This design comes from an exercise in tuning for small area on the open sky130 flow, not from production work. At most, simulation tests tie the RTL to the original design; equivalence was not proved. No functional check of the RTL was part of runs 4 to 6. Power figures rest on the tool's default switching activity, not on a simulated workload.

===== flow/flow/run.sh =====
#!/bin/bash
# Standard layout, with two changes: the port buffers are the smallest
# buffer (buf_1), and clock tree synthesis uses smaller clock buffers and
# no dummy loads.
set -euo pipefail
export BUFFER_PORTS_ARGS="-buffer_cell sky130_fd_sc_hd__buf_1"
export CTS_ARGS="-sink_clustering_enable -repair_clock_nets -dont_use_dummy_load -buf_list {sky130_fd_sc_hd__clkbuf_4} -sink_clustering_size 12 -sink_clustering_max_diameter 50"
bash standard.sh > standard.log 2>&1

===== flow/standard.sh =====
#!/bin/bash
# synth_recipe.tcl (not shown) runs the flow's synth.tcl, then flattens the netlist and writes it again
# the make line also repeats each setting of config.mk as NAME=value (left out here)
make -C /OpenROAD-flow-scripts/flow DESIGN_CONFIG=/design/flow/config.mk WORK_HOME=/design/flow/orfs CLKGATE_MAP_FILE= SYNTH_SCRIPT=/design/flow/synth_recipe.tcl "${@:-finish}"

===== flow/config.mk =====
export PLATFORM = sky130hd
export DESIGN_NAME = pim_system
export DESIGN_NICKNAME = pim_system
export VERILOG_FILES = /design/flow/design.v
export SDC_FILE = /design/flow/constraint.sdc
export NUM_CORES = 4
export LEC_CHECK = 0
export CAP_MARGIN = 20
export CORE_MARGIN = 2
export CORE_UTILIZATION = 40
export SLEW_MARGIN = 20

===== flow/constraint.sdc =====
create_clock -name core_clock -period 5.0 [get_ports {clk}]
set_input_delay 1.0000 -clock core_clock [delete_from_list [all_inputs] [get_ports {clk}]]
set_output_delay 1.0000 -clock core_clock [all_outputs]
set_load 0.01 [all_outputs]

===== flow/design.v =====
`timescale 1ns / 1ps
module pim_system #(
    parameter int BUS_WIDTH_BITS           = 64,
    parameter int CMD_SIZE_BITS            = 64,
    parameter int FETCH_BUS_TRANSFERS      = 128,
    parameter int MACS_PER_CYCLE           = 16,
    parameter int PIM_BASE_LATENCY_CYCLES  = 20,
    parameter int FETCH_CYCLES             = 5,
    parameter int STORE_CYCLES             = 5,
    parameter int SEQUENCER_FIFO_DEPTH     = 4,
    parameter int MICROPROG_LEN_WORDS      = 4,
    parameter int ADDR_WIDTH_BITS          = 64,
    parameter int MEM_DEPTH_WORDS          = 1024
)(
    input  logic clk,
    input  logic rst_n,
    input  logic cpu_cmd_valid,
    input  logic [CMD_SIZE_BITS-1:0]  cpu_cmd_data,
    output logic cpu_cmd_ready,
    input  logic cpu_microprog_valid,
    input  logic [CMD_SIZE_BITS*MICROPROG_LEN_WORDS-1:0] cpu_microprog_data,
    output logic cpu_microprog_ack,
    input  logic cpu_execute_seq_valid,
    output logic cpu_execute_seq_ready,
    output logic pim_system_idle,
    output logic sequencer_busy_out
);
    localparam int CW = 14;    
    localparam int EW = 4*CW;  
    function automatic logic [CW-1:0] encode(input logic [63:0] w);
        logic c, b;
        c = (w[63:56] == 8'h03);
        b = (w[63:56] == 8'h01) || (w[63:56] == 8'h02) || (w[63:56] == 8'h04);
        encode = {c, w[15:4], c ? (|w[3:0]) : b};
    endfunction
    logic [EW-1:0] mem [0:3];
    logic [1:0] wr_ptr_q, rd_ptr_q;
    logic [2:0] count_q;
    logic       ack_q;
    logic       empty, full, do_write, do_read;
    logic [EW-1:0] wdata;
    assign wdata = {encode(cpu_microprog_data[255:192]), encode(cpu_microprog_data[191:128]),
                    encode(cpu_microprog_data[127:64]),  encode(cpu_microprog_data[63:0])};
    assign empty    = (count_q == 3'd0);
    assign full     = count_q[2];
    assign do_write = cpu_microprog_valid && !full;
    always_ff @(posedge clk) begin
        if (do_write) mem[wr_ptr_q] <= wdata;
    end
    always_ff @(posedge clk or negedge rst_n) begin
        if (!rst_n) begin
            wr_ptr_q <= '0;
            rd_ptr_q <= '0;
            count_q  <= '0;
            ack_q    <= 1'b0;
        end else begin
            ack_q <= do_write;
            if (do_write) wr_ptr_q <= wr_ptr_q + 2'd1;
            if (do_read)  rd_ptr_q <= rd_ptr_q + 2'd1;
            if (do_write && !do_read)      count_q <= count_q + 3'd1;
            else if (!do_write && do_read) count_q <= count_q - 3'd1;
        end
    end
    logic       seq_busy_q, seq_pre_q;
    logic [3:0] seq_cnt_q;
    logic [EW-1:0] prog_q;
    logic       seq_issue, seq_wait, seq_cleanup;
    logic       ctrl_busy, accept;
    assign seq_issue   = seq_busy_q && !seq_pre_q && !seq_cnt_q[3] && !seq_cnt_q[2];
    assign seq_wait    = seq_busy_q && !seq_pre_q && seq_cnt_q[2];
    assign seq_cleanup = seq_busy_q && !seq_pre_q && seq_cnt_q[3];
    assign do_read     = seq_busy_q && seq_pre_q && (seq_cnt_q == 4'd8);
    always_ff @(posedge clk) begin
        if (do_read) prog_q <= mem[rd_ptr_q];
    end
    always_ff @(posedge clk or negedge rst_n) begin
        if (!rst_n) begin
            seq_busy_q <= 1'b0;
            seq_pre_q  <= 1'b0;
            seq_cnt_q  <= '0;
        end else if (!seq_busy_q) begin
            if (!empty) begin
                seq_busy_q <= 1'b1;
                seq_pre_q  <= 1'b1;
                seq_cnt_q  <= '0;
            end
        end else if (seq_pre_q) begin
            if (seq_cnt_q == 4'd9) begin
                seq_pre_q <= 1'b0;
                seq_cnt_q <= '0;
            end else begin
                seq_cnt_q <= seq_cnt_q + 4'd1;
            end
        end else if (seq_cleanup) begin
            seq_busy_q <= 1'b0;
            seq_cnt_q  <= '0;
        end else if (seq_issue) begin
            if (!ctrl_busy) seq_cnt_q[2] <= 1'b1;
        end else begin  
            if (!ctrl_busy) begin
                seq_cnt_q[2] <= 1'b0;
                if (seq_cnt_q[1:0] == 2'd3) seq_cnt_q[3] <= 1'b1;
                else seq_cnt_q[1:0] <= seq_cnt_q[1:0] + 2'd1;
            end
        end
    end
    logic [12:0] ctr_q;
    logic        rnd_q;
    logic [CW-1:0] code;
    logic [12:0]   start;
    assign code = seq_issue ? prog_q[seq_cnt_q[1:0]*CW +: CW] : encode(cpu_cmd_data);
    assign start = code[CW-1] ? {1'b1, ~code[CW-2:1]} :
                   code[0]    ? 13'd8075 : 13'd19;
    assign ctrl_busy = (ctr_q != {8'd0, 4'b1100, rnd_q});
    assign accept    = !ctrl_busy && (seq_issue || cpu_cmd_valid);
    always_ff @(posedge clk or negedge rst_n) begin
        if (!rst_n) begin
            ctr_q <= 13'd24;
            rnd_q <= 1'b0;
        end else if (accept) begin
            ctr_q <= start;
            rnd_q <= code[CW-1] & code[0];
        end else if (ctrl_busy) begin
            ctr_q <= ctr_q + 13'd1;
        end
    end
    assign cpu_cmd_ready         = cpu_cmd_valid && !seq_issue && !ctrl_busy;
    assign cpu_microprog_ack     = ack_q;
    assign cpu_execute_seq_ready = !empty && !seq_busy_q;
    assign pim_system_idle       = !ctrl_busy && !seq_busy_q && empty;
    assign sequencer_busy_out    = seq_busy_q;
endmodule

==> impl_metrics.yaml, run 1 <==
status:
  outcome: "finished clean"
final_layout:
  fin_cells: 1155
  nFillCells: 2561
  drive_gt1_share_pct: 16.5
  syn_to_final_growth_pct: 10.2
  nets: 1099
placed_design:
  place_congestion: 0.861
  pre_cts_ws_ns: 1.71
  io_buffers: 128
  place_inst: 1118
  hpwl_um: 14800
critical_path:
  critPathRequiredTime_ns: 4.00
  path_max_fanout: 14
  setup.worst_path.class: "reg2out"
  cp-start-kind: "flip-flop"
  cp-end-kind: "output port"
  arrival_ns: 2.57
timing:
  hold_slack_ns: 0.379
  finClkSkew_ns: 0.0700
  worst_slack_ns: 1.43
  layout_min_cycle_time_ns: 3.57
  setup_tns_ns: 0
  hold_viol: 0
  min_period_over_period_pct: 71.4
  slew_violations: 0
  setup_violations: 0
  rsz0062_at_grt: "false"
  slew_headroom_pct: 37.1
  worstMarginPinSlew_ns: 0.943
  fmaxAchievable_mhz: 280
global_routing:
  first_global_vias: 6529
  grt_max_degree: 59
  gr-usage-all-layers_pct: 15.2
  grt_overflow: 0
  grt_pass1_wl_um: 36100
  antenna_found_initial: 4
cts:
  cts_buffers: 34
  max-clock-path-buffers: 3
  htreeDepth: 2
  post_cts_resize_count: 0
  cts_tree: "built"
  post-cts-setup-buffers: 0
  cts_root_buf: "clkbuf_4"
  path_clk_slew_ns: 0.11
  postCtsHoldBufs: 0
  cts_sinks: 308
  worstSkewPairLatency_ns: 0.66
yosys:
  ys_types: 49
  ys_ff_latch: 308
  synth_common_cells: "280 x edfxtp_1, 66 x mux4_2, 37 x nand2_1"
  ys_seq_area_share_pct: 75.2
  synth_compound_area_share_pct: 2.45
  synthMuxAreaShare_pct: 13.7
  synth_fp_nets: 947
  synth-simple-area-share_pct: 4.82
  synth_adder_area_share_pct: 1.10
  syn_inst: 612
  avgSynthCellArea_um2: 19.8
  synth_xor_area_share_pct: 1.52
  synth-main-ff-cell: "edfxtp_1"
  async_flop_share_pct: 9.09
  synth.most_common_cell: "edfxtp_1"
  synth_top_family_by_area: "multiplexers"
  yosys.area.top_type_share_pct: 69.4
  yosys_warnings: 1
  synth_edf_count: 280
  netlist_area_um2: 12100
  synth_largest_area_cell: "edfxtp_1"
  synth.top_cells.by_area: "edfxtp_1 69%, mux4_2 12%, dfrtp_1 5.4%, nand2_1 1.1%, ha_1 0.93%"
die:
  ios: 330
  fp.dieArea_um2: 31700
  initial_core_util_pct: 40.8
  die_h_um: 178
  core_um2: 29700
  dieWidth_um: 178
  fp-row-count: 63
power_and_ir_drop:
  powerDensity_nw_per_um2: 452
  leakage_uw: 0.00416
  ir_drop_mv: 0.184
  finalPower_uw: 6020
drt:
  drc: 0
  routed_wl_um: 23400
  wl_per_cell_um: 20.3
  via_per_inst: 5.34
  antenna_left: 0
  dr.pass1.iters: 5
  drt-initial-drc-count: 470
  vias: 6165
worst_hold_path:
  hp-class: "in2async"
flow_run:
  drv_cap: 0
-- sequential cells by signal, indices dropped and copies added, names as in the netlist --
signal,cells
rd_ptr_q,2
count_q,3
ack_q,1
rnd_q,1
seq_busy_q,1
prog_q,56
wr_ptr_q,2
seq_pre_q,1
seq_cnt_q,4
ctr_q,13
mem,224
-- power breakdown --
| part | leakage (uW) | internal [uW] | switching, uW |
|---|---|---|---|
| combinational | 0.00115 | 710 | 724 |
| clock | 0.000156 | 316 | 719 |
| sequential | 0.00286 | 3270 | 289 |
-- through the flow --
| stage | instance area, um2 | utilization, % |
|---|---|---|
| 3_3_place_gp | 13100 | 44.0 |
| 5_1_grt | 13300 | 44.9 |
| 6_report | 13300 | 44.9 |
| 4_1_cts | 13300 | 44.9 |
| 3_5_place_dp | 13100 | 44.0 |
| 2_1_floorplan | 12100 | - |
-- worst max-delay path: stages (launching register included) --
cell,delay (ns)
dfstp_2,0.59
nor4bb_1,0.31
nand4_1,0.63
nor2_1,0.28
buf_1,0.18
-- cell type report --
| type | count | area [um2] | area share [%] |
|---|---|---|---|
| Sequential cell | 308 | 9120 | 68.3 |
| Multi-Input combinational cell | 271 | 2870 | 21.5 |
| Tap cell | 390 | 488 | 3.66 |
| Clock buffer | 34 | 255 | 1.91 |
| Inverter | 10 | 37.5 | 0.281 |
| Antenna cell | 3 | 7.51 | 0.0563 |
| Timing Repair Buffer | 139 | 563 | 4.22 |
-- path summary, 6_finish.rpt --
path / startpoint / endpoint / slack [ns] / depth (start not counted)
worst max-delay path: ctr_q[3] / pim_system_idle / 1.43 / 4
worst min-delay path: rst_n / wr_ptr_q[0] / 0.38 / 2
worst max register to register: seq_cnt_q[0] / count_q[2] / 2.21 / 12
worst min register to register: count_q[2] / count_q[2] / 0.53 / 1
max in group asynchronous: rst_n / ctr_q[4] / 4.27 / 2
min in group core_clock: count_q[2] / count_q[2] / 0.53 / 1
-- logic make-up (layout without fill, tap and decap cells) --
logic type	count (synthesis)	in the layout
muxes	76	76
other	0	3
and+or+nand+nor	115	115
xor gates and xnor gates	21	21
DFF	308	308
AOI/OAI and AO/OA	49	49
buffers and inverters	33	183
adders and majority gates	10	10
-- metal layers --
| metal | vias up | track usage (%) | share of wire (%) |
|---|---|---|---|
| met3 | 47 | 3.22 | 6.4 |
| met5 | - | 0 | 0.056 |
| met2 | 207 | 24.9 | 48 |
| met1 | 3138 | 20.5 | 43 |
| li1 | 2771 | - | - |
| met4 | 2 | 4.61 | 2.1 |
-- placed cells by master (no fill, tap or decap), drive strengths merged, types with 3 or more instances in the layout --
master | synthesis | routed
nand2 | 37 | 37
a31oi | 6 | 6
ha | 9 | 9
inv | 10 | 10
mux2i | 4 | 4
mux4 | 70 | 70
dfrtp | 26 | 26
nor4 | 10 | 10
nor3 | 10 | 10
and2 | 5 | 5
diode | 0 | 3
nand3 | 7 | 7
edfxtp | 280 | 280
clkbuf | 12 | 34
and3 | 9 | 9
xnor2 | 12 | 12
o21ai | 16 | 16
a21oi | 16 | 16
nor2 | 23 | 23
xor2 | 9 | 9
nand3b | 3 | 3
buf | 11 | 139
==> inputs of run 2 (changes only) <==
==> flow/flow/run.sh (replaced) <==
#!/bin/bash
# Standard layout, with two changes: the port buffers are the smallest
# buffer (buf_1), and clock tree synthesis uses smaller clock buffers and
# no dummy loads.
set -euo pipefail
export BUFFER_PORTS_ARGS="-buffer_cell sky130_fd_sc_hd__buf_1"
export CTS_ARGS="-sink_clustering_enable -repair_clock_nets -dont_use_dummy_load -buf_list {sky130_fd_sc_hd__clkbuf_4 sky130_fd_sc_hd__clkbuf_8}"
bash standard.sh > standard.log 2>&1
==> impl_metrics.yaml, run 2 <==
status:
  outcome: "finished clean"
timing:
  setup_violations: 0
  min_period_over_period_pct: 68.7
  hold_viol: 0
  finClkSkew_ns: 0.0509
  hold_slack_ns: 0.459
  setup_tns_ns: 0
  slew_violations: 0
  fmaxAchievable_mhz: 291
  layout_min_cycle_time_ns: 3.44
  slew_headroom_pct: 38.0
  worstMarginPinSlew_ns: 0.931
  rsz0062_at_grt: "false"
cts:
  postCtsHoldBufs: 0
  cts_root_buf: "clkbuf_8"
  post-cts-setup-buffers: 0
  htreeDepth: 2
  max-clock-path-buffers: 3
  post_cts_resize_count: 0
  path_clk_slew_ns: 0.06
  cts_tree: "built"
  worstSkewPairLatency_ns: 0.56
  cts_sinks: 308
  cts_buffers: 50
yosys:
  synth.most_common_cell: "edfxtp_1"
  netlist_area_um2: 12100
  ys_types: 49
  syn_inst: 612
  synth.top_cells.by_area: "edfxtp_1 69%, mux4_2 12%, dfrtp_1 5.4%, nand2_1 1.1%, ha_1 0.93%"
  yosys.area.top_type_share_pct: 69.4
  avgSynthCellArea_um2: 19.8
  synth_largest_area_cell: "edfxtp_1"
  synth-main-ff-cell: "edfxtp_1"
  synth_common_cells: "280 x edfxtp_1, 66 x mux4_2, 37 x nand2_1"
  synth_fp_nets: 947
  ys_seq_area_share_pct: 75.2
  synth_edf_count: 280
  yosys_warnings: 1
  async_flop_share_pct: 9.09
  ys_ff_latch: 308
critical_path:
  cpMaxStageDelayCell: "dfstp_2"
  path_max_fanout: 14
  critPathBufInv: 1
  setup.worst_path.class: "reg2out"
  critPathRequiredTime_ns: 4.00
  crit_family: "simple AND/OR/NAND/NOR gates"
  max_stage_delay_ns: 0.58
  arrival_ns: 2.44
  cp-start-kind: "flip-flop"
  crit_chain: "nor4bb_1 -> nand4_1 -> nor2_1 -> buf_1"
  cp-end-kind: "output port"
die:
  fp.dieArea_um2: 31700
  initial_core_util_pct: 40.8
  fp-row-count: 63
  core_um2: 29700
  ios: 330
  dieWidth_um: 178
  die_h_um: 178
final_layout:
  fin_util_pct: 46.3
  drive_gt1_share_pct: 18.3
  nFillCells: 2510
  nets: 1115
  reg_top3: "mem (224), prog_q (56), ctr_q (13)"
  largest_register_ffs: 224
  final_cell_mix: "280 x edfxtp_1, 128 x buf_1, 66 x mux4_2"
  stdcell_area_um2: 13800
  syn_to_final_growth_pct: 13.7
  final_common_cell: "edfxtp_1"
  top_register: "mem"
global_routing:
  first_global_vias: 6662
  grt_pass1_wl_um: 36500
  grt_overflow: 0
  gr-usage-all-layers_pct: 15.3
  grt_max_degree: 59
  antenna_found_initial: 3
flow_run:
  drv_cap: 0
power_and_ir_drop:
  leakage_uw: 0.00437
  ir_drop_mv: 0.177
  powerDensity_nw_per_um2: 486
drt:
  drc: 0
  vias: 6195
  dr.pass1.iters: 5
  drt-initial-drc-count: 577
  routed_wl_um: 23600
  via_per_inst: 5.29
  wl_per_cell_um: 20.1
  antenna_left: 0
placed_design:
  place_congestion: 0.861
  hpwl_um: 14800
  io_buffers: 128
  place_area_um2: 13100
worst_hold_path:
  hp-class: "in2async"
-- run 2: stage by stage --
step | setup slack (ns) | cells | total power [uW]
3_3_place_gp | 1.79 | 1118 | 5020
3_5_place_dp | 1.71 | 1118 | 5090
5_1_grt | 1.26 | 1168 | 7050
2_1_floorplan | 0.160 | 612 | 4610
6_report | 1.56 | 1170 | 6690
4_1_cts | 1.55 | 1168 | 6800
-- run 2: cell type report --
class | instances | area (um2) | area share [%]
flip-flops and latches | 308 | 9120 | 66.2
multi-input cells | 271 | 2870 | 20.9
clock buffers | 50 | 688 | 5.00
repair buffers | 139 | 563 | 4.09
well taps | 390 | 488 | 3.54
inverters | 10 | 37.5 | 0.273
diodes | 2 | 5.00 | 0.0363
-- run 2: routing by layer --
| layer | vias up | part of all wire (%) | track usage, % |
|---|---|---|---|
| met5 | - | 0.055 | 0 |
| met4 | 2 | 2.1 | 4.44 |
| met3 | 47 | 7.5 | 4.01 |
| met2 | 234 | 48 | 25.0 |
| met1 | 3126 | 42 | 20.4 |
| li1 | 2786 | - | - |
-- run 2: report_power, final --
part | internal (uW) | switching (uW) | total, uW | leakage [uW]
registers | 3280 | 287 | 3560 | 0.00286
logic | 710 | 722 | 1430 | 0.00115
clock network | 877 | 822 | 1700 | 0.000360
-- run 2: logic make-up after synthesis --
kind of cell	Yosys count	share of synthesized area [%]
DFF	308	75.2
and+or+nand+nor	115	4.82
xor gates and xnor gates	21	1.52
muxes	76	13.7
buffers and inverters	33	1.17
adders and majority gates	10	1.10
AOI/OAI and AO/OA	49	2.45
-- run 2: final timing paths --
check                              from            end  slack (ns)  depth (start not counted)
hold reg to reg               ctr_q[12]      ctr_q[12]        0.52                          2
min in group core_clock       ctr_q[12]      ctr_q[12]        0.52                          2
hold / removal                    rst_n   seq_cnt_q[0]        0.46                          2
setup / recovery               ctr_q[3]  cpu_cmd_ready        1.56                          4
max in group asynchronous         rst_n       ctr_q[4]        4.21                          2
setup reg to reg           seq_cnt_q[0]     count_q[2]        2.21                         12
==> inputs of run 3 (changes only) <==
==> flow/run.sh (new file) <==
#!/bin/bash
# synth_recipe.tcl (not shown) runs the flow's synth.tcl, then flattens the netlist and writes it again
# the make line also repeats each setting of config.mk as NAME=value (left out here)
make -C /OpenROAD-flow-scripts/flow DESIGN_CONFIG=/design/flow/config.mk WORK_HOME=/design/flow/orfs CLKGATE_MAP_FILE= SYNTH_SCRIPT=/design/flow/synth_recipe.tcl finish
removed: flow/flow/run.sh
removed: flow/standard.sh
==> impl_metrics.yaml, run 3 <==
die:
  ios: 330
  initial_core_util_pct: 40.8
  die_h_um: 178
  core_um2: 29700
  fp-row-count: 63
  dieWidth_um: 178
  fp.dieArea_um2: 31700
timing:
  hold_viol: 0
  worstMarginPinSlew_ns: 0.812
  slew_headroom_pct: 45.9
  slew_violations: 0
  worst_slack_ns: 1.10
  rsz0062_at_grt: "false"
  setup_tns_ns: 0
  setup_violations: 0
  fmaxAchievable_mhz: 256
  finClkSkew_ns: 0.00819
  layout_min_cycle_time_ns: 3.90
  min_period_over_period_pct: 78.0
drt:
  antenna_left: 0
  vias: 6182
  routed_wl_um: 23600
  via_per_inst: 5.26
  drc: 0
  dr.pass1.iters: 5
  drt-initial-drc-count: 385
  wl_per_cell_um: 20.1
power_and_ir_drop:
  finalPower_uw: 7370
  intPower_uw: 5440
  clkPwrFrac_pct: 31.1
  swShare_pct: 26.2
  p_seq_share_pct: 47.6
  leakage_uw: 0.00485
  p_switching_uw: 1930
  ir_drop_mv: 0.314
  powerDensity_nw_per_um2: 494
  combPwrFrac_pct: 21.2
status:
  outcome: "finished clean"
flow_run:
  drv_cap: 0
placed_design:
  place_congestion: 0.839
  pre_cts_ws_ns: 1.50
  io_buffers: 128
  hpwl_um: 14600
yosys:
  yosys.area.top_type_share_pct: 69.4
  synthMuxAreaShare_pct: 13.7
  syn_inst: 612
  ys_ff_latch: 308
  synth_compound_area_share_pct: 2.45
  async_flop_share_pct: 9.09
  ys_types: 49
  synth.most_common_cell: "edfxtp_1"
  synth_edf_count: 280
  synth_fp_nets: 947
  synth.top_cells.by_area: "edfxtp_1 69%, mux4_2 12%, dfrtp_1 5.4%, nand2_1 1.1%, ha_1 0.93%"
  synth-main-ff-cell: "edfxtp_1"
  avgSynthCellArea_um2: 19.8
  synth_adder_area_share_pct: 1.10
  synth_common_cells: "280 x edfxtp_1, 66 x mux4_2, 37 x nand2_1"
  synth_xor_area_share_pct: 1.52
  synth_largest_area_cell: "edfxtp_1"
  synth-simple-area-share_pct: 4.82
  synth_top_family_by_area: "multiplexers"
  ys_seq_area_share_pct: 75.2
  yosys_warnings: 1
  netlist_area_um2: 12100
global_routing:
  grt_pass1_wl_um: 36400
  first_global_vias: 6585
  antenna_found_initial: 5
  grt_overflow: 0
  gr-usage-all-layers_pct: 15.2
  grt_max_degree: 59
cts:
  post_cts_resize_count: 0
  htreeDepth: 1
  cts_sinks: 308
  cts_tree: "built"
  path_clk_slew_ns: 0.06
  max-clock-path-buffers: 3
  worstSkewPairLatency_ns: 0.54
  cts_root_buf: "clkbuf_16"
  post-cts-setup-buffers: 0
  cts_buffers: 30
  postCtsHoldBufs: 0
final_layout:
  nFillCells: 2392
  syn_to_final_growth_pct: 23.2
  drive_gt1_share_pct: 17.3
  nets: 1095
  final_common_cell: "edfxtp_1"
  largest_register_ffs: 224
  top_register: "mem"
  reg_top3: "mem (224), prog_q (56), ctr_q (13)"
  final_cell_mix: "280 x edfxtp_1, 128 x clkdlybuf4s50_1, 66 x mux4_2"
critical_path:
  cp-end-kind: "output port"
  arrival_ns: 2.90
  path_max_fanout: 14
  cp-start-kind: "flip-flop"
  critPathRequiredTime_ns: 4.00
  setup.worst_path.class: "reg2out"
worst_hold_path:
  hp-class: "reg2reg"
run 3: cell types whose count changed in the layout (fill, tap and decap cells not counted), moves of 3 or more:
cell	before	now
buf_1	128	0
bufinv_16	0	5
clkbuf_1	0	4
clkbuf_16	0	31
clkbuf_8	50	0
clkdlybuf4s50_1	0	128
clkinv_1	0	8
clkinv_2	0	5
clkinvlp_4	0	3
run 3: per-stage QoR:
stage / hold WS, ns / util [%] / cell area [um2] / cells
2_1_floorplan: 0.483 / - / 12100 / 612
3_5_place_dp: 0.506 / 46.8 / 13900 / 1118
3_3_place_gp: 0.499 / 46.8 / 13900 / 1118
6_report: 0.518 / 50.2 / 14900 / 1176
4_1_cts: 0.520 / 50.2 / 14900 / 1174
5_1_grt: 0.545 / 50.2 / 14900 / 1174
run 3: layer usage:
layer / track usage, % / routed length, um / up-vias
met1: 19.9 / 9820 / 3176
li1: - / - / 2780
met2: 26.0 / 11700 / 193
met4: 3.35 / 325 / 4
met3: 3.47 / 1710 / 29
met5: 0 / 28 / -
run 3: power by group through the flow:
stage          Sequential, uW  Combinational [uW]  Clock [uW]
6_report                 3510                1560        2290
3_3_place_gp             3550                1540           0
2_1_floorplan            3430                1190           0
3_5_place_dp             3580                1600           0
4_1_cts                  3530                1600        2350
5_1_grt                  3560                1700        2450
run 3: cells by family (layout without fill, tap and decap cells):
family                     after synthesis  after routing
other                                    0              2
and+or+nand+nor                        115            115
muxes                                   76             76
xor gates and xnor gates                21             21
DFF                                    308            308
adders and majority gates               10             10
AOI/OAI and AO/OA                       49             49
buffers and inverters                   33            205
run 3: worst paths after layout:
| path | slack (ns) | depth (start not counted) | start | to |
|---|---|---|---|---|
| min | 0.52 | 2 | rnd_q | rnd_q |
| min in group asynchronous | 0.84 | 2 | rst_n | ack_q |
| max in group asynchronous | 3.84 | 2 | rst_n | ctr_q[3] |
| max reg2reg | 2.52 | 5 | ctr_q[9] | ctr_q[3] |
| min reg2reg | 0.52 | 2 | rnd_q | rnd_q |
| max | 1.10 | 4 | ctr_q[9] | pim_system_idle |
run 3: critical path, stage by stage (launching register included):
cell             delay (ns)
dfrtp_1                0.42
nor4_1                 0.45
nand4_1                0.63
nor2_1                 0.28
clkdlybuf4s50_1        0.57
run 3: cell type report:
type                       count  area, um2  area share, %
sequential                   308       9120           61.1
multi-input combinational    271       2870           19.2
timing repair buffer         139       1390           9.31
clock buffer                  35        791           5.30
tap                          390        488           3.27
clock inverter                21        228           1.53
inverter                      10       37.5          0.251
antenna                        2       5.00         0.0335
==> inputs of run 4 (changes only) <==
--- a/flow/design.v
+++ b/flow/design.v
@@ -26,15 +26,19 @@
     output logic sequencer_busy_out
 );
-    localparam int CW = 14;    
+    localparam int CW = 13;    
     localparam int EW = 4*CW;  
     function automatic logic [CW-1:0] encode(input logic [63:0] w);
-        logic c, b;
+        logic c, b, z, r;
         c = (w[63:56] == 8'h03);
         b = (w[63:56] == 8'h01) || (w[63:56] == 8'h02) || (w[63:56] == 8'h04);
-        encode = {c, w[15:4], c ? (|w[3:0]) : b};
+        z = (w[15:4] == 12'd0);
+        r = |w[3:0];
+        if (c) encode = (z && r) ? {1'b0, 12'd1} : {r, w[15:4]};
+        else if (b) encode = {1'b0, 12'd116};
+        else encode = {1'b1, 12'd0};
     endfunction
     logic [EW-1:0] mem [0:3];
     logic [1:0] wr_ptr_q, rd_ptr_q;
-    logic [2:0] count_q;
+    logic       full_q;    
     logic       ack_q;
     logic       empty, full, do_write, do_read;
@@ -42,6 +46,6 @@
     assign wdata = {encode(cpu_microprog_data[255:192]), encode(cpu_microprog_data[191:128]),
                     encode(cpu_microprog_data[127:64]),  encode(cpu_microprog_data[63:0])};
-    assign empty    = (count_q == 3'd0);
-    assign full     = count_q[2];
+    assign empty    = (wr_ptr_q == rd_ptr_q) && !full_q;
+    assign full     = full_q;
     assign do_write = cpu_microprog_valid && !full;
     always_ff @(posedge clk) begin
@@ -52,5 +56,5 @@
             wr_ptr_q <= '0;
             rd_ptr_q <= '0;
-            count_q  <= '0;
+            full_q   <= 1'b0;
             ack_q    <= 1'b0;
         end else begin
@@ -58,6 +62,6 @@
             if (do_write) wr_ptr_q <= wr_ptr_q + 2'd1;
             if (do_read)  rd_ptr_q <= rd_ptr_q + 2'd1;
-            if (do_write && !do_read)      count_q <= count_q + 3'd1;
-            else if (!do_write && do_read) count_q <= count_q - 3'd1;
+            if (do_read)       full_q <= 1'b0;
+            else if (do_write) full_q <= (wr_ptr_q + 2'd1 == rd_ptr_q);
         end
     end
@@ -71,6 +75,12 @@
     assign seq_cleanup = seq_busy_q && !seq_pre_q && seq_cnt_q[3];
     assign do_read     = seq_busy_q && seq_pre_q && (seq_cnt_q == 4'd8);
+    logic [EW-1:0] head;
+    always_comb begin
+        head = '0;
+        for (int k = 0; k < 4; k++)
+            head = head | (mem[k] & {EW{rd_ptr_q == 2'(k)}});
+    end
     always_ff @(posedge clk) begin
-        if (do_read) prog_q <= mem[rd_ptr_q];
+        if (do_read) prog_q <= head;
     end
     always_ff @(posedge clk or negedge rst_n) begin
@@ -109,7 +119,12 @@
     logic [CW-1:0] code;
     logic [12:0]   start;
-    assign code = seq_issue ? prog_q[seq_cnt_q[1:0]*CW +: CW] : encode(cpu_cmd_data);
-    assign start = code[CW-1] ? {1'b1, ~code[CW-2:1]} :
-                   code[0]    ? 13'd8075 : 13'd19;
+    always_comb begin
+        code = encode(cpu_cmd_data) & {CW{!seq_issue}};
+        for (int k = 0; k < 4; k++)
+            code = code | (prog_q[k*CW +: CW] & {CW{seq_issue && seq_cnt_q[1:0] == 2'(k)}});
+    end
+    logic other;
+    assign other = code[12] && (code[11:0] == 12'd0);
+    assign start = other ? 13'd19 : {1'b1, ~code[11:0]};
     assign ctrl_busy = (ctr_q != {8'd0, 4'b1100, rnd_q});
     assign accept    = !ctrl_busy && (seq_issue || cpu_cmd_valid);
@@ -120,5 +135,5 @@
         end else if (accept) begin
             ctr_q <= start;
-            rnd_q <= code[CW-1] & code[0];
+            rnd_q <= code[12] && !other;
         end else if (ctrl_busy) begin
             ctr_q <= ctr_q + 13'd1;
==> flow/flow/run.sh (new file) <==
#!/bin/bash
# Standard layout, with two changes: the port buffers are the smallest
# buffer (buf_1), and clock tree synthesis uses smaller clock buffers and
# no dummy loads.
set -euo pipefail
export BUFFER_PORTS_ARGS="-buffer_cell sky130_fd_sc_hd__buf_1"
export CTS_ARGS="-sink_clustering_enable -repair_clock_nets -dont_use_dummy_load -buf_list {sky130_fd_sc_hd__clkbuf_4} -sink_clustering_size 12 -sink_clustering_max_diameter 40"
bash standard.sh > standard.log 2>&1
==> flow/standard.sh (new file) <==
#!/bin/bash
# synth_recipe.tcl (not shown) runs the flow's synth.tcl, then flattens the netlist and writes it again
# the make line also repeats each setting of config.mk as NAME=value (left out here)
make -C /OpenROAD-flow-scripts/flow DESIGN_CONFIG=/design/flow/config.mk WORK_HOME=/design/flow/orfs CLKGATE_MAP_FILE= SYNTH_SCRIPT=/design/flow/synth_recipe.tcl "${@:-finish}"
--- a/flow/config.mk
+++ b/flow/config.mk
@@ -8,4 +8,5 @@
 export CAP_MARGIN = 20
 export CORE_MARGIN = 2
-export CORE_UTILIZATION = 40
+export CORE_UTILIZATION = 70
+export PLACE_DENSITY = 0.8
 export SLEW_MARGIN = 20
removed: flow/run.sh
==> impl_metrics.yaml, run 4 <==
yosys:
  synth_top_family_by_area: "compound AO/OA/AOI/OAI gates"
  avgSynthCellArea_um2: 14.6
  ys_types: 46
  synth.top_cells.by_area: "edfxtp_1 67%, a22oi_1 6.9%, dfrtp_1 5.2%, nand2_1 2.8%, and2_1 1.7%"
  syn_inst: 798
  ys_seq_area_share_pct: 72.8
  synth_largest_area_cell: "edfxtp_1"
  yosys.area.top_type_share_pct: 67.2
  synth_xor_area_share_pct: 1.58
  synth_compound_area_share_pct: 13.2
  netlist_area_um2: 11600
  synth_fp_nets: 1136
  synth-simple-area-share_pct: 9.27
  synth_edf_count: 260
  synth.most_common_cell: "edfxtp_1"
  synth-main-ff-cell: "edfxtp_1"
  synth_adder_area_share_pct: 1.40
  synth_common_cells: "260 x edfxtp_1, 107 x a22oi_1, 88 x nand2_1"
  ys_ff_latch: 286
  async_flop_share_pct: 9.09
  yosys_warnings: 1
  synthMuxAreaShare_pct: 0
drt:
  drc: 0
  wl_per_cell_um: 22.0
  dr.pass1.iters: 5
  routed_wl_um: 25400
  drt-initial-drc-count: 644
  vias: 7556
  via_per_inst: 6.54
  antenna_left: 0
placed_design:
  place_area_um2: 12300
  hpwl_um: 15900
  place_congestion: 0.893
  io_buffers: 128
timing:
  hold_viol: 0
  setup_violations: 0
  slew_violations: 0
  rsz0062_at_grt: "false"
  layout_min_cycle_time_ns: 4.09
  worstMarginPinSlew_ns: 0.815
  fmaxAchievable_mhz: 244
  setup_tns_ns: 0
  hold_slack_ns: 0.373
  slew_headroom_pct: 45.6
  min_period_over_period_pct: 81.8
  finClkSkew_ns: 0.0589
power_and_ir_drop:
  p_switching_uw: 1940
  p_seq_share_pct: 54.6
  finalPower_uw: 5760
  intPower_uw: 3820
  combPwrFrac_pct: 27.9
  clkPwrFrac_pct: 17.5
  ir_drop_mv: 0.358
  leakage_uw: 0.00446
  powerDensity_nw_per_um2: 457
  swShare_pct: 33.6
critical_path:
  critPathRequiredTime_ns: 4.00
  r2r-end: "ctr_q[7]"
  rr_worst_depth: 6
  arrival_ns: 3.09
  path_max_fanout: 12
  cp-end-kind: "output port"
  crit_path_start: "ctr_q[8]"
  setup.worst_path.class: "reg2out"
  cp-start-kind: "flip-flop"
  reg2reg_from: "ctr_q[8]"
  rrSetupSlack_ns: 1.95
global_routing:
  grt_pass1_wl_um: 39400
  gr-usage-all-layers_pct: 29.2
  first_global_vias: 7554
  grt_overflow: 0
  antenna_found_initial: 1
  grt_max_degree: 57
final_layout:
  reg_top3: "mem (208), prog_q (52), ctr_q (13)"
  nets: 1275
  drive_gt1_share_pct: 6.31
  syn_to_final_growth_pct: 8.44
  final_common_cell: "edfxtp_1"
  fin_util_pct: 76.8
  stdcell_area_um2: 12600
  final_cell_mix: "260 x edfxtp_1, 128 x buf_1, 107 x a22oi_1"
  largest_register_ffs: 208
  top_register: "mem"
die:
  fp.dieArea_um2: 17700
  die_h_um: 133
  core_um2: 16400
  dieWidth_um: 133
  fp-row-count: 47
  initial_core_util_pct: 70.9
  ios: 330
cts:
  path_clk_slew_ns: 0.09
  cts_sinks: 286
  max-clock-path-buffers: 3
  postCtsHoldBufs: 0
  post_cts_resize_count: 0
  htreeDepth: 2
  cts_tree: "built"
  cts_buffers: 36
  cts_root_buf: "clkbuf_4"
  post-cts-setup-buffers: 0
  worstSkewPairLatency_ns: 0.63
worst_hold_path:
  hp-class: "in2async"
flow_run:
  drv_cap: 0
status:
  outcome: "finished clean"
==> run 4: cell types whose count changed after synthesis, sizes merged, moves of 10 or more <==
cell	previous run	this run
a21o	1	18
nand2	37	88
o21ai	16	26
clkbuf	12	36
a22oi	0	107
o22ai	1	13
a221oi	0	12
mux4	70	0
and2	5	32
a22o	1	11
nor4	10	24
edfxtp	280	260
==> run 4: per-layer routing <==
metal  part of all wire (%)  track usage [%]  vias to the layer above
met2                     50             48.5                      424
met1                     39             40.2                     3666
met5                      0                0                        -
met3                    8.8             5.06                       50
met4                    2.1             9.32                        0
li1                       -                -                     3416
==> run 4: cell families (layout without fill, tap and decap cells) <==
family | count (synthesis) | after routing
AOI/OAI and AO/OA | 212 | 212
xor gates and xnor gates | 21 | 21
adders and majority gates | 13 | 13
buffers and inverters | 49 | 186
DFF | 286 | 286
other | 0 | 1
and+or+nand+nor | 217 | 217
==> run 4: cell type report <==
class | instances | area, um2
Antenna cell | 1 | 2.50
Clock buffer | 36 | 270
Fill cell | 956 | 3800
Inverter | 7 | 26.3
Multi-Input combinational cell | 463 | 2980
Sequential cell | 286 | 8460
Tap cell | 220 | 275
Timing Repair Buffer | 143 | 593
==> run 4: worst max-delay path by stage <==
stage                                 end  cells after the start  slack (ns)
final                     pim_system_idle                      5        0.91
after global routing      pim_system_idle                      5        0.65
after CTS                 pim_system_idle                      5        0.82
after detailed placement  pim_system_idle                      5        1.53
after global placement    pim_system_idle                      5        1.50
after floorplan                 prog_q[0]                      5        1.32
==> run 4: worst max-delay path, stage by stage (launching register included) <==
cell,delay [ns]
dfrtp_1,0.44
or4_1,0.57
nor4_1,0.48
nand3_1,0.50
nor3_1,0.32
buf_1,0.18
==> run 4: power by group through the flow <==
stage / Clock (uW) / Combinational (uW) / Sequential (uW)
2_1_floorplan: 0 / 1120 / 3140
3_3_place_gp: 0 / 1550 / 3170
3_5_place_dp: 0 / 1590 / 3190
4_1_cts: 1030 / 1590 / 3140
5_1_grt: 1110 / 1760 / 3170
6_report: 1010 / 1600 / 3140
==> run 4: metrics by stage <==
stage,setup WS [ns],cells
floorplan,1.32,798
global placement,1.50,1119
detailed placement,1.53,1119
CTS,0.824,1155
global route,0.647,1156
finish,0.908,1156
==> inputs of run 5 (changes only) <==
==> flow/flow/run.sh (replaced) <==
#!/bin/bash
# Standard layout, with two changes: the port buffers are the smallest
# buffer (buf_1), and clock tree synthesis uses smaller clock buffers and
# no dummy loads.
set -euo pipefail
export BUFFER_PORTS_ARGS="-buffer_cell sky130_fd_sc_hd__buf_1"
export CTS_ARGS="-sink_clustering_enable -repair_clock_nets -dont_use_dummy_load -buf_list {sky130_fd_sc_hd__clkbuf_16} -sink_clustering_size 40 -sink_clustering_max_diameter 60"
bash standard.sh > standard.log 2>&1
==> impl_metrics.yaml, run 5 <==
status:
  outcome: "finished clean"
yosys:
  synth.top_cells.by_area: "edfxtp_1 67%, a22oi_1 6.9%, dfrtp_1 5.2%, nand2_1 2.8%, and2_1 1.7%"
  netlist_area_um2: 11600
  synth_edf_count: 260
  avgSynthCellArea_um2: 14.6
  ys_types: 46
  synth-main-ff-cell: "edfxtp_1"
  yosys_warnings: 1
  syn_inst: 798
  ys_ff_latch: 286
  synth_largest_area_cell: "edfxtp_1"
  synth.most_common_cell: "edfxtp_1"
  yosys.area.top_type_share_pct: 67.2
  synth_fp_nets: 1136
  async_flop_share_pct: 9.09
  ys_seq_area_share_pct: 72.8
  synth_common_cells: "260 x edfxtp_1, 107 x a22oi_1, 88 x nand2_1"
global_routing:
  first_global_vias: 7450
  antenna_found_initial: 0
  grt_max_degree: 57
  grt_pass1_wl_um: 39600
  gr-usage-all-layers_pct: 29.1
  grt_overflow: 0
placed_design:
  io_buffers: 128
  hpwl_um: 15900
  place_area_um2: 12300
  place_inst: 1119
  place_congestion: 0.893
die:
  dieWidth_um: 133
  fp-row-count: 47
  initial_core_util_pct: 70.9
  fp.dieArea_um2: 17700
  die_h_um: 133
  core_um2: 16400
  ios: 330
worst_hold_path:
  hp-class: "in2async"
critical_path:
  cp-end-kind: "output port"
  setup.worst_path.class: "reg2out"
  cp-start-kind: "flip-flop"
  critPathRequiredTime_ns: 4.00
  path_max_fanout: 12
  arrival_ns: 2.91
final_layout:
  largest_register_ffs: 208
  fin_cells: 1135
  stdcell_area_um2: 12700
  nets: 1255
  final_common_cell: "edfxtp_1"
  syn_to_final_growth_pct: 9.53
  drive_gt1_share_pct: 4.26
  antenna-diode-count: 0
  final_cell_mix: "260 x edfxtp_1, 128 x buf_1, 107 x a22oi_1"
  top_register: "mem"
  reg_top3: "mem (208), prog_q (52), ctr_q (13)"
power_and_ir_drop:
  p_switching_uw: 1930
  ir_drop_mv: 0.358
  combPwrFrac_pct: 26.7
  swShare_pct: 32.2
  intPower_uw: 4060
  finalPower_uw: 5990
  powerDensity_nw_per_um2: 471
  clkPwrFrac_pct: 20.8
  p_seq_share_pct: 52.5
  leakage_uw: 0.00449
cts:
  max-clock-path-buffers: 3
  cts_tree: "built"
  path_clk_slew_ns: 0.11
  cts_buffers: 16
  worstSkewPairLatency_ns: 0.53
  postCtsHoldBufs: 0
  cts_root_buf: "clkbuf_16"
  htreeDepth: 1
  post_cts_resize_count: 0
  cts_sinks: 286
  post-cts-setup-buffers: 0
timing:
  layout_min_cycle_time_ns: 3.91
  hold_viol: 0
  setup_tns_ns: 0
  slew_headroom_pct: 45.5
  slew_violations: 0
  hold_slack_ns: 0.503
  min_period_over_period_pct: 78.2
  finClkSkew_ns: 0.0933
  fmaxAchievable_mhz: 256
  worstMarginPinSlew_ns: 0.818
  rsz0062_at_grt: "false"
  setup_violations: 0
drt:
  met3_length_um: 2160
  wl_per_cell_um: 22.4
  drt-initial-drc-count: 661
  vias: 7532
  antenna_left: 0
  dr.pass1.iters: 5
  via_per_inst: 6.64
  drc: 0
  top_layer_used: "met4"
  routed_wl_um: 25400
  wl_met2_um: 12800
  wl_met1_um: 9900
flow_run:
  drv_cap: 0
-- run 5: cell types whose count changed in the layout (fill, tap and decap cells not counted), sizes merged --
cell / delta
clkbuf: -20
diode: -1
-- run 5: final cells by class --
| class | instances | area (um2) |
|---|---|---|
| Inverter | 7 | 26.3 |
| Fill cell | 916 | 3670 |
| Multi-Input combinational cell | 463 | 2980 |
| Tap cell | 220 | 275 |
| Clock buffer | 16 | 400 |
| Sequential cell | 286 | 8460 |
| Timing Repair Buffer | 143 | 593 |
-- run 5: worst max-delay path, stage by stage (launching register included) --
cell	delay, ns
dfrtp_1	0.42
or4_1	0.57
nor4_1	0.49
nand3_1	0.49
nor3_1	0.32
buf_1	0.18
-- run 5: path summary, 6_finish.rpt --
check | slack (ns) | endpoint | cells past startpoint | from
hold / removal | 0.50 | ctr_q[5] | 2 | rst_n
min in group core_clock | 0.51 | prog_q[13] | 2 | mem[2][13]
setup reg to reg | 1.98 | ctr_q[7] | 6 | ctr_q[8]
setup / recovery | 1.09 | pim_system_idle | 5 | ctr_q[8]
hold reg to reg | 0.51 | prog_q[13] | 2 | mem[2][13]
max in group asynchronous | 4.14 | ctr_q[4] | 2 | rst_n
-- run 5: power by group through the flow --
stage	Clock, uW	Combinational [uW]	Sequential, uW
floorplan	0	1120	3140
global placement	0	1550	3170
detailed placement	0	1590	3190
CTS	1260	1600	3140
global route	1330	1770	3170
finish	1250	1600	3150
-- run 5: cells by family after synthesis --
group / count (synthesis) / share of synthesized area (%)
buffers and inverters: 49 / 1.74
adder cells (fa/ha/maj): 13 / 1.40
XOR/XNOR: 21 / 1.58
AO/OA/AOI/OAI: 212 / 13.2
AND/OR/NAND/NOR: 217 / 9.27
flip-flops: 286 / 72.8
-- run 5: per-layer routing --
metal / vias up / track usage, %
met5: - / 0
met4: 0 / 8.66
met3: 43 / 3.68
met2: 432 / 48.8
met1: 3687 / 40.9
li1: 3370 / -
-- run 5: per-stage QoR --
step | util, % | setup slack, ns
after floorplan | - | 1.32
after global placement | 75.2 | 1.50
after detailed placement | 75.2 | 1.53
after CTS | 77.6 | 1.05
after global routing | 77.6 | 0.861
final | 77.6 | 1.09
==> inputs of run 6 (changes only) <==
==> flow/flow/run.sh (replaced) <==
#!/bin/bash
# Standard layout, with two changes: the port buffers are the smallest
# buffer (buf_1), and clock tree synthesis uses smaller clock buffers and
# no dummy loads.
set -euo pipefail
export BUFFER_PORTS_ARGS="-buffer_cell sky130_fd_sc_hd__buf_1"
export CTS_ARGS="-sink_clustering_enable -repair_clock_nets -dont_use_dummy_load -buf_list {sky130_fd_sc_hd__clkbuf_8} -sink_clustering_size 20 -sink_clustering_max_diameter 50"
bash standard.sh > standard.log 2>&1
==> impl_metrics.yaml, run 6 <==
status:
  outcome: "finished clean"
yosys:
  ys_ff_latch: 286
  synth_fp_nets: 1136
  synth_largest_area_cell: "edfxtp_1"
  avgSynthCellArea_um2: 14.6
  synth_edf_count: 260
  yosys_warnings: 1
  synth_compound_area_share_pct: 13.2
  synthMuxAreaShare_pct: 0
  synth_top_family_by_area: "compound AO/OA/AOI/OAI gates"
  synth_xor_area_share_pct: 1.58
  synth.top_cells.by_area: "edfxtp_1 67%, a22oi_1 6.9%, dfrtp_1 5.2%, nand2_1 2.8%, and2_1 1.7%"
  synth_adder_area_share_pct: 1.40
  ys_types: 46
  async_flop_share_pct: 9.09
  synth-main-ff-cell: "edfxtp_1"
  yosys.area.top_type_share_pct: 67.2
  synth_common_cells: "260 x edfxtp_1, 107 x a22oi_1, 88 x nand2_1"
  synth-simple-area-share_pct: 9.27
  syn_inst: 798
  netlist_area_um2: 11600
  ys_seq_area_share_pct: 72.8
  synth.most_common_cell: "edfxtp_1"
critical_path:
  reg2reg_from: "ctr_q[8]"
  rr_worst_depth: 6
  setup.worst_path.class: "reg2out"
  critPathRequiredTime_ns: 4.00
  path_max_fanout: 12
  cpMaxStageDelayCell: "or4_1"
  cp-start-kind: "flip-flop"
  arrival_ns: 3.00
  cp-end-kind: "output port"
  crit_chain: "or4_1 -> nor4_1 -> nand3_1 -> nor3_1 -> buf_1"
  rrSetupSlack_ns: 1.98
  crit_family: "simple AND/OR/NAND/NOR gates"
  critPathBufInv: 1
  max_stage_delay_ns: 0.57
  r2r-end: "ctr_q[3]"
  cp.depth: 5
drt:
  met3_length_um: 2100
  antenna_left: 0
  dr.pass1.iters: 5
  wl_met1_um: 9730
  drc: 0
  vias: 7508
  via_per_inst: 6.57
  wl_per_cell_um: 22.0
  routed_wl_um: 25100
  top_layer_used: "met4"
  drt-initial-drc-count: 729
  wl_met2_um: 12600
final_layout:
  syn_to_final_growth_pct: 8.81
  final_common_cell: "edfxtp_1"
  nets: 1262
  top_register: "mem"
  nFillCells: 941
  drive_gt1_share_pct: 4.99
  largest_register_ffs: 208
  final_cell_mix: "260 x edfxtp_1, 128 x buf_1, 107 x a22oi_1"
  antenna-diode-count: 0
  reg_top3: "mem (208), prog_q (52), ctr_q (13)"
power_and_ir_drop:
  powerDensity_nw_per_um2: 460
  ir_drop_mv: 0.388
  finalPower_uw: 5820
  leakage_uw: 0.00446
cts:
  worstSkewPairLatency_ns: 0.56
  max-clock-path-buffers: 3
  postCtsHoldBufs: 0
  cts_sinks: 286
  post-cts-setup-buffers: 0
  path_clk_slew_ns: 0.07
  cts_buffers: 23
  post_cts_resize_count: 0
  htreeDepth: 1
  cts_tree: "built"
  cts_root_buf: "clkbuf_8"
timing:
  setup_tns_ns: 0
  rsz0062_at_grt: "false"
  layout_min_cycle_time_ns: 4.00
  worstMarginPinSlew_ns: 0.835
  fmaxAchievable_mhz: 250
  hold_viol: 0
  setup_violations: 0
  min_period_over_period_pct: 80.0
  finClkSkew_ns: 0.0705
  slew_headroom_pct: 44.3
  slew_violations: 0
global_routing:
  gr-usage-all-layers_pct: 28.5
  grt_max_degree: 57
  antenna_found_initial: 0
  grt_pass1_wl_um: 39000
  first_global_vias: 7471
  grt_overflow: 0
placed_design:
  io_buffers: 128
  hpwl_um: 15900
  place_congestion: 0.893
die:
  core_um2: 16400
  initial_core_util_pct: 70.9
  die_h_um: 133
  ios: 330
  dieWidth_um: 133
  fp-row-count: 47
  fp.dieArea_um2: 17700
flow_run:
  drv_cap: 0
worst_hold_path:
  hp-class: "in2async"
run 6: power by group:
group / total [uW] / switching, uW / internal [uW]
Sequential: 3140 / 168 / 2970
Combinational: 1600 / 1090 / 514
Clock: 1070 / 661 / 412
Total: 5820 / 1920 / 3900
run 6: worst max path at each step:
stage	from	end	slack (ns)
finish	ctr_q[8]	pim_system_idle	1.0
global route	ctr_q[8]	pim_system_idle	0.75
CTS	ctr_q[8]	pim_system_idle	0.93
detailed placement	ctr_q[8]	pim_system_idle	1.53
global placement	ctr_q[8]	pim_system_idle	1.50
floorplan	seq_cnt_q[0]	prog_q[0]	1.32
run 6: layout make-up:
class / count / area, um2 / share of cell area, %
sequential: 286 / 8460 / 66.9
multi-input combinational: 463 / 2980 / 23.5
timing repair buffer: 143 / 593 / 4.69
clock buffer: 23 / 317 / 2.50
tap: 220 / 275 / 2.18
inverter: 7 / 26.3 / 0.208
run 6: kinds of logic after synthesis:
| family | Yosys count |
|---|---|
| compound gates | 212 |
| fa+ha+maj | 13 |
| flops | 286 |
| buf+inv | 49 |
| simple gates | 217 |
| xor+xnor | 21 |
run 6: metrics by stage:
stage	setup slack (ns)	instance area [um2]	hold WS, ns	util, %	cells
floorplan	1.32	11600	0.474	-	798
global placement	1.50	12300	0.492	75.2	1119
detailed placement	1.53	12300	0.505	75.2	1119
CTS	0.933	12700	0.452	77.1	1142
global route	0.755	12700	0.479	77.1	1142
finish	0.998	12700	0.467	77.1	1142
run 6: layer usage:
layer	up-vias	global-route usage (%)
li1	3381	-
met1	3689	39.9
met2	394	48.2
met3	44	2.95
met4	0	9.08
met5	-	0

## static timing again, ports no longer ideal
In the flow no input, the clock included, has a driving cell. The finished layouts below were timed again as built, in two steps. Step 1, drivers: a clkbuf_16 drives clk and a buf_2 each remaining input, both assumed. Step 2 also shifts input and output timing later by t, the mid clock arrival at the registers, as if the neighbouring blocks saw the same clock. Three values: no drivers, after step 1, after step 2; two values: the first two.
run | shift t [ns] | setup WS [ns] | worst setup path after step 2 | worst slew at a driven data input, ns
run 1 | 0.648 | 1.428 / 1.386 / 1.700 | input to register | 0.07
run 2 | 0.582 | 1.565 / 1.523 / 1.700 | input to register | 0.07
run 3 | 0.585 | 1.099 / 1.054 / 1.529 | input to register | 0.08
run 4 | 0.643 | 0.908 / 0.867 / 1.510 | register to output | 0.04
run 5 | 0.530 | 1.088 / 1.042 / 1.572 | register to output | 0.05
run 6 | 0.568 | 0.998 / 0.956 / 1.523 | register to output | 0.05
After both steps every run listed still meets setup and hold.
